Source: an optimization exercise on an open RTL-to-GDS flow (aim: small area and a short achievable clock period). Production flows keep margins and buffers that such runs may drop. RTL that was checked went through simulation tests only; none was proved equivalent to the original. No activity file was given, so power comes from the tool's default toggle rates.

// LEGLiteSingle
module LEGLiteSingle(
	output [15:0] iaddr,    
	output [15:0] daddr,    
	output        dwrite,   
	output        dread,    
	output [15:0] dwdata,   
	output [15:0] alu_out,  
	input         clock,
	input  [15:0] idata,    
	input  [15:0] ddata,    
	input         reset
	);
==> flow/config.mk <==
export PLATFORM = sky130hd
export DESIGN_NAME = LEGLiteSingle
export DESIGN_NICKNAME = LEGLiteSingle
export VERILOG_FILES = /design/flow/design.v
export SDC_FILE = /design/flow/constraint.sdc
export NUM_CORES = 4
export LEC_CHECK = 0
export CAP_MARGIN = 20
export CORE_MARGIN = 2
export CORE_UTILIZATION = 40
export SETUP_SLACK_MARGIN = 3
export SLEW_MARGIN = 20
export SYNTH_HIERARCHICAL = 1
==> flow/constraint.sdc <==
create_clock -name core_clock -period 10.0 [get_ports {clock}]
set_input_delay 2.0000 -clock core_clock [delete_from_list [all_inputs] [get_ports {clock}]]
set_output_delay 2.0000 -clock core_clock [all_outputs]
set_load 0.01 [all_outputs]
standard.sh (not shown) runs the stock make flow with config.mk's settings and CLKGATE_MAP_FILE= SYNTH_SCRIPT=/design/flow/synth_recipe.tcl, a recipe that flattens the netlist after the stock synthesis.
==> flow/flow/run.sh <==
#!/bin/bash
# The standard ORFS layout with these changes:
#  - port buffers are buf_1 instead of the delay cell buffer_ports picks;
#  - after floorplan, logic cells that synthesis upsized are set back to their
#    smallest size (flow/downsize.tcl), so that repair upsizes only what
#    timing needs;
#  - clock tree from clkbuf_4 in clusters at most 30 um across, without dummy loads;
set -euo pipefail
HERE=$(pwd)
ARGS=(
  "BUFFER_PORTS_ARGS=-buffer_cell sky130_fd_sc_hd__buf_1"
  "POST_FLOORPLAN_TCL=$HERE/flow/downsize.tcl"
  "CTS_ARGS=-sink_clustering_enable -repair_clock_nets -buf_list sky130_fd_sc_hd__clkbuf_4 -dont_use_dummy_load -sink_clustering_max_diameter 30"
)
bash standard.sh "${ARGS[@]}" cts > standard_cts.log 2>&1
bash standard.sh "${ARGS[@]}" SETUP_SLACK_MARGIN=2.6 finish > standard_finish.log 2>&1
==> flow/flow/downsize.tcl <==
# Resize every logic cell that synthesis upsized back to its smallest drive
# strength; later repair steps upsize only what timing needs.
set n_down 0
foreach inst [[ord::get_db_block] getInsts] {
  set m [[$inst getMaster] getName]
  if {[string match "*df*" $m] || [string match "*conb*" $m] || [string match "*tap*" $m]} { continue }
  if {![regexp {^(sky130_fd_sc_hd__[a-z0-9]+)_([0-9]+)$} $m -> base drive]} { continue }
  foreach d {0 1 2} {
    if {$d >= $drive} { break }
    set cand ${base}_$d
    set lc [get_lib_cells -quiet */$cand]
    if {$lc == ""} { continue }
    if {[get_property $lc dont_use]} { continue }
    replace_cell [$inst getName] $cand
    incr n_down
    break
  }
}
puts "downsize: $n_down cells downsized"
The first run passed the timing, DRC and antenna checks.
Change:
==> flow/flow/run.sh (replaced) <==
#!/bin/bash
# The standard ORFS layout with these changes:
#  - port buffers are buf_1 instead of the delay cell buffer_ports picks;
#  - after floorplan, logic cells that synthesis upsized are set back to their
#    smallest size (flow/downsize.tcl), so that repair upsizes only what
#    timing needs;
#  - clock tree from clkbuf_4 in clusters at most 30 um across, without dummy loads.
# ORFS writes each step's log under orfs/logs/; make's own output goes to
# standard.log.
set -euo pipefail
HERE=$(pwd)
bash standard.sh \
  "BUFFER_PORTS_ARGS=-buffer_cell sky130_fd_sc_hd__buf_1" \
  "POST_FLOORPLAN_TCL=$HERE/flow/downsize.tcl" \
  "CTS_ARGS=-sink_clustering_enable -repair_clock_nets -buf_list sky130_fd_sc_hd__clkbuf_4 -dont_use_dummy_load -sink_clustering_max_diameter 30" \
  finish > standard.log 2>&1
=> Die area stays the same. Design area increases by about 3%. Global-route usage is unchanged.
Change:
==> flow/flow/run.sh (replaced) <==
#!/bin/bash
# The standard ORFS layout with these changes:
#  - port buffers are buf_1 instead of the delay cell buffer_ports picks;
#  - after floorplan, logic cells that synthesis upsized are set back to their
#    smallest size (flow/downsize.tcl), so that repair upsizes only what
#    timing needs;
#  - clock tree from clkbuf_8 without dummy loads.
# ORFS writes each step's log under orfs/logs/; make's own output goes to
# standard.log.
set -euo pipefail
HERE=$(pwd)
bash standard.sh \
  "BUFFER_PORTS_ARGS=-buffer_cell sky130_fd_sc_hd__buf_1" \
  "POST_FLOORPLAN_TCL=$HERE/flow/downsize.tcl" \
  "CTS_ARGS=-sink_clustering_enable -repair_clock_nets -buf_list sky130_fd_sc_hd__clkbuf_8 -dont_use_dummy_load" \
  finish > standard.log 2>&1
- SETUP_SLACK_MARGIN: 3 -> 3.2
Outcome: Power climbs by about 11%. Non-clock buffer count went up by 47. Area after synthesis stays the same. Sequential share of layout area is lower by 3.6 points. Design area increases by about 9%. Clock skew fell by 0.0061 ns. Wire length goes up by 4.8%. Via count rose by about 3.4%.
Change:
--- a/flow/flow/run.sh
+++ b/flow/flow/run.sh
@@ -5,5 +5,5 @@
 #    smallest size (flow/downsize.tcl), so that repair upsizes only what
 #    timing needs;
-#  - clock tree from clkbuf_8 without dummy loads.
+#  - clock tree from clkbuf_4 in clusters at most 30 um across, without dummy loads.
 # ORFS writes each step's log under orfs/logs/; make's own output goes to
 # standard.log.
@@ -13,4 +13,4 @@
   "BUFFER_PORTS_ARGS=-buffer_cell sky130_fd_sc_hd__buf_1" \
   "POST_FLOORPLAN_TCL=$HERE/flow/downsize.tcl" \
-  "CTS_ARGS=-sink_clustering_enable -repair_clock_nets -buf_list sky130_fd_sc_hd__clkbuf_8 -dont_use_dummy_load" \
+  "CTS_ARGS=-sink_clustering_enable -repair_clock_nets -buf_list sky130_fd_sc_hd__clkbuf_4 -dont_use_dummy_load -sink_clustering_max_diameter 30" \
   finish > standard.log 2>&1
- SETUP_SLACK_MARGIN: 3.2 -> 2.8
=> Cell area decreases by about 10%. Global-route usage decreases by 0.93 points. Clock power decreases by 26%. Worst setup slack degrades by 0.20 ns.


== v24 ==
LEGLiteSingle, a different RTL version from the one above (not shown whole).
For scale: ~730 cells after synthesis, ~100 I/O pins, ~8000 um2 of cells after synthesis.
export LEC_CHECK = 0
export CAP_MARGIN = 20
export CORE_MARGIN = 2
export CORE_UTILIZATION = 40
export SLEW_MARGIN = 20
create_clock -name core_clock -period 10.0 [get_ports {clock}]
==> flow/flow/run.sh <==
#!/bin/bash
# Standard ORFS layout, but port buffers use the small buf_1 cell instead of the
# delay buffer buffer_ports picks by default.
set -euo pipefail
bash standard.sh "BUFFER_PORTS_ARGS=-buffer_cell sky130_fd_sc_hd__buf_1" finish > standard.log 2>&1
Per the final summary, v24 finished and its layout is clean on timing, DRC and antenna.
Edits applied to the flow inputs when going from v24 to v16:
==> flow/run.sh (new file) <==
#!/bin/bash
# synth_recipe.tcl (not shown) runs the flow's synth.tcl, then flattens the netlist and writes it again
# the make line also repeats each setting of config.mk as NAME=value (left out here)
make -C /OpenROAD-flow-scripts/flow DESIGN_CONFIG=/design/flow/config.mk WORK_HOME=/design/flow/orfs CLKGATE_MAP_FILE= SYNTH_SCRIPT=/design/flow/synth_recipe.tcl finish
removed: flow/flow/run.sh
removed: flow/standard.sh
--- outcome ---
- Delta (v16 minus v24): hold slack down 0.0056 ns; count of buffer and inverter cells on the critical path increased 1; switching share of power down 1.4 points; layout overhead on the synthesized area +7.4 points.
- In v16, maximum clock frequency is lower than in v24.
- v16 vs v24: power density over the cells down slightly
- As far as number of instances in the placed design is concerned, v24 and v16 perform about the same.
- Between v16 and v24, the post-route cell area is higher for v16.
- Compare v16 and v24 | final critical-path required period higher: v16
- Compared with v24, in v16 share of the clock period used by the worst path after layout now sits higher; routed wire length now sits higher.
Relative to v16, the following input files were edited for v58:
Settings: setting SETUP_SLACK_MARGIN to 3 for the first time.
==> flow/flow/run.sh (new file) <==
#!/bin/bash
# Standard ORFS layout, but port buffers use the small buf_1 cell instead of the
# delay buffer buffer_ports picks by default.
set -euo pipefail
bash standard.sh "BUFFER_PORTS_ARGS=-buffer_cell sky130_fd_sc_hd__buf_1" finish > standard.log 2>&1
==> flow/standard.sh (new file) <==
#!/bin/bash
# synth_recipe.tcl (not shown) runs the flow's synth.tcl, then flattens the netlist and writes it again
# the make line also repeats each setting of config.mk as NAME=value (left out here)
make -C /OpenROAD-flow-scripts/flow DESIGN_CONFIG=/design/flow/config.mk WORK_HOME=/design/flow/orfs CLKGATE_MAP_FILE= SYNTH_SCRIPT=/design/flow/synth_recipe.tcl "${@:-finish}"
removed: flow/run.sh
Notes after the runs:
- v58: no failed stages, no open violations at the end
- When v58 is measured against v16, its wire length turns out about 0.43% lower.
- Portion of total power attributed to combinational logic sits higher in v58 than in v16.
- Cmp v16 and v58 / via count of the first global-routing pass / higher: v16
- The run with more setup slack is v58; v16 has less.
- v58 — clock buffer count 3 higher, v16 as reference
- | fraction of power consumed by the clock network | higher: v16 |
- v16 → v58: met2 track utilization from global routing has decreased; wire length of the first global-routing pass decreased 2.9%; cell count after placement lost about 0.8%.
- Changes observed in v58 relative to v16: peak per-stage delay on the critical path went down by 0.26 ns, post-CTS setup repair buffer count went up by 45.
No run of this note included a check of the RTL's function; only the layout flow was run.


Setup of old:
LEGLiteSingle, a different RTL version from the one above (not shown whole).
Size: ~100 I/O pins, roughly 7400 um2 of cells after synthesis.
clock: 10.0 ns
lec_check: 0
cap_margin: 20
core_margin: 2
core_utilization: 40
setup_slack_margin: 3
slew_margin: 20
synth_hierarchical: 1
==> flow/flow/run.sh <==
#!/bin/bash
# The standard ORFS layout with these changes:
#  - port buffers are buf_1 instead of the delay cell buffer_ports picks;
#  - after floorplan, logic cells that synthesis upsized are set back to their
#    smallest size (flow/downsize.tcl), so that repair upsizes only what
#    timing needs;
#  - clock tree from clkbuf_4 in clusters at most 30 um across, without dummy loads;
set -euo pipefail
HERE=$(pwd)
ARGS=(
  "BUFFER_PORTS_ARGS=-buffer_cell sky130_fd_sc_hd__buf_1"
  "POST_FLOORPLAN_TCL=$HERE/flow/downsize.tcl"
  "CTS_ARGS=-sink_clustering_enable -repair_clock_nets -buf_list sky130_fd_sc_hd__clkbuf_4 -dont_use_dummy_load -sink_clustering_max_diameter 30"
)
bash standard.sh "${ARGS[@]}" cts > standard_cts.log 2>&1
bash standard.sh "${ARGS[@]}" SETUP_SLACK_MARGIN=2.6 finish > standard_finish.log 2>&1
Scripts as last shown in full above: flow/flow/downsize.tcl
old finished all stages; the layout is clean.
> inputs changed (old -> new)
Settings: swapping 3 for 2.8 in SETUP_SLACK_MARGIN.
==> flow/flow/run.sh <==
#!/bin/bash
# The standard ORFS layout with these changes:
#  - port buffers are buf_1 instead of the delay cell buffer_ports picks;
#  - after floorplan, logic cells that synthesis upsized are set back to their
#    smallest size (flow/downsize.tcl), so that repair upsizes only what
#    timing needs;
#  - clock tree from clkbuf_4 in clusters at most 30 um across, without dummy loads.
# ORFS writes each step's log under orfs/logs/; make's own output goes to
# standard.log.
set -euo pipefail
HERE=$(pwd)
bash standard.sh \
  "BUFFER_PORTS_ARGS=-buffer_cell sky130_fd_sc_hd__buf_1" \
  "POST_FLOORPLAN_TCL=$HERE/flow/downsize.tcl" \
  "CTS_ARGS=-sink_clustering_enable -repair_clock_nets -buf_list sky130_fd_sc_hd__clkbuf_4 -dont_use_dummy_load -sink_clustering_max_diameter 30" \
  finish > standard.log 2>&1
## What came out
- new against old: combinational power share went up; wire length of the first global-routing pass went down; layout cell share with drive strength beyond 1 went up.
- old -> new: non-clock buffer count increased by a few percent
- Register share of the cell area: new lower than old
- In the tables for old and new, cell area after layout reads lower with old.
- The static leakage power of new exceeds that of old by 2.7%.
- new closes out successfully: all stages finished, all timing, DRC and antenna checks passed.
- Clock group share of total power (higher): old

==> port drivers added, routing unchanged <==
No port has a modelled driver above. Below, the same layouts with a new extraction and two added sets of constraints. Step 1 assumes that a clkbuf_16 drives the clock port and a buf_2 every other input. Step 2 moves the port delays by t, midway between the first and last clock arrival at a register: inputs arrive t later, outputs are due t later. That takes back most of the time a late clock gives input paths. Three values: ideal ports, drivers, drivers and shift; two values: the first two.
run	t, ns	setup slack, ns	worst setup path after step 2
the first run of note 1	0.554	2.967 / 2.946 / 2.946	input to output
the second run of note 1	0.557	3.093 / 3.070 / 3.047	input to register
the third run of note 1	0.463	3.184 / 3.140 / 3.043	input to register
the fourth run of note 1	0.554	2.983 / 2.959 / 2.959	input to output
v24	0.472	1.240 / 1.192 / 1.192	input to output
v16	0.460	0.431 / 0.385 / 0.385	input to output
v58	0.472	2.263 / 2.219 / 2.219	input to output
old	0.573	2.883 / 2.862 / 2.862	input to output
new	0.565	2.938 / 2.913 / 2.913	input to output
After both steps every run listed still meets setup and hold. For the third run of note 1, which loses most, drivers alone change the setup slack by -0.044 ns; drivers and shift together by -0.141 ns.
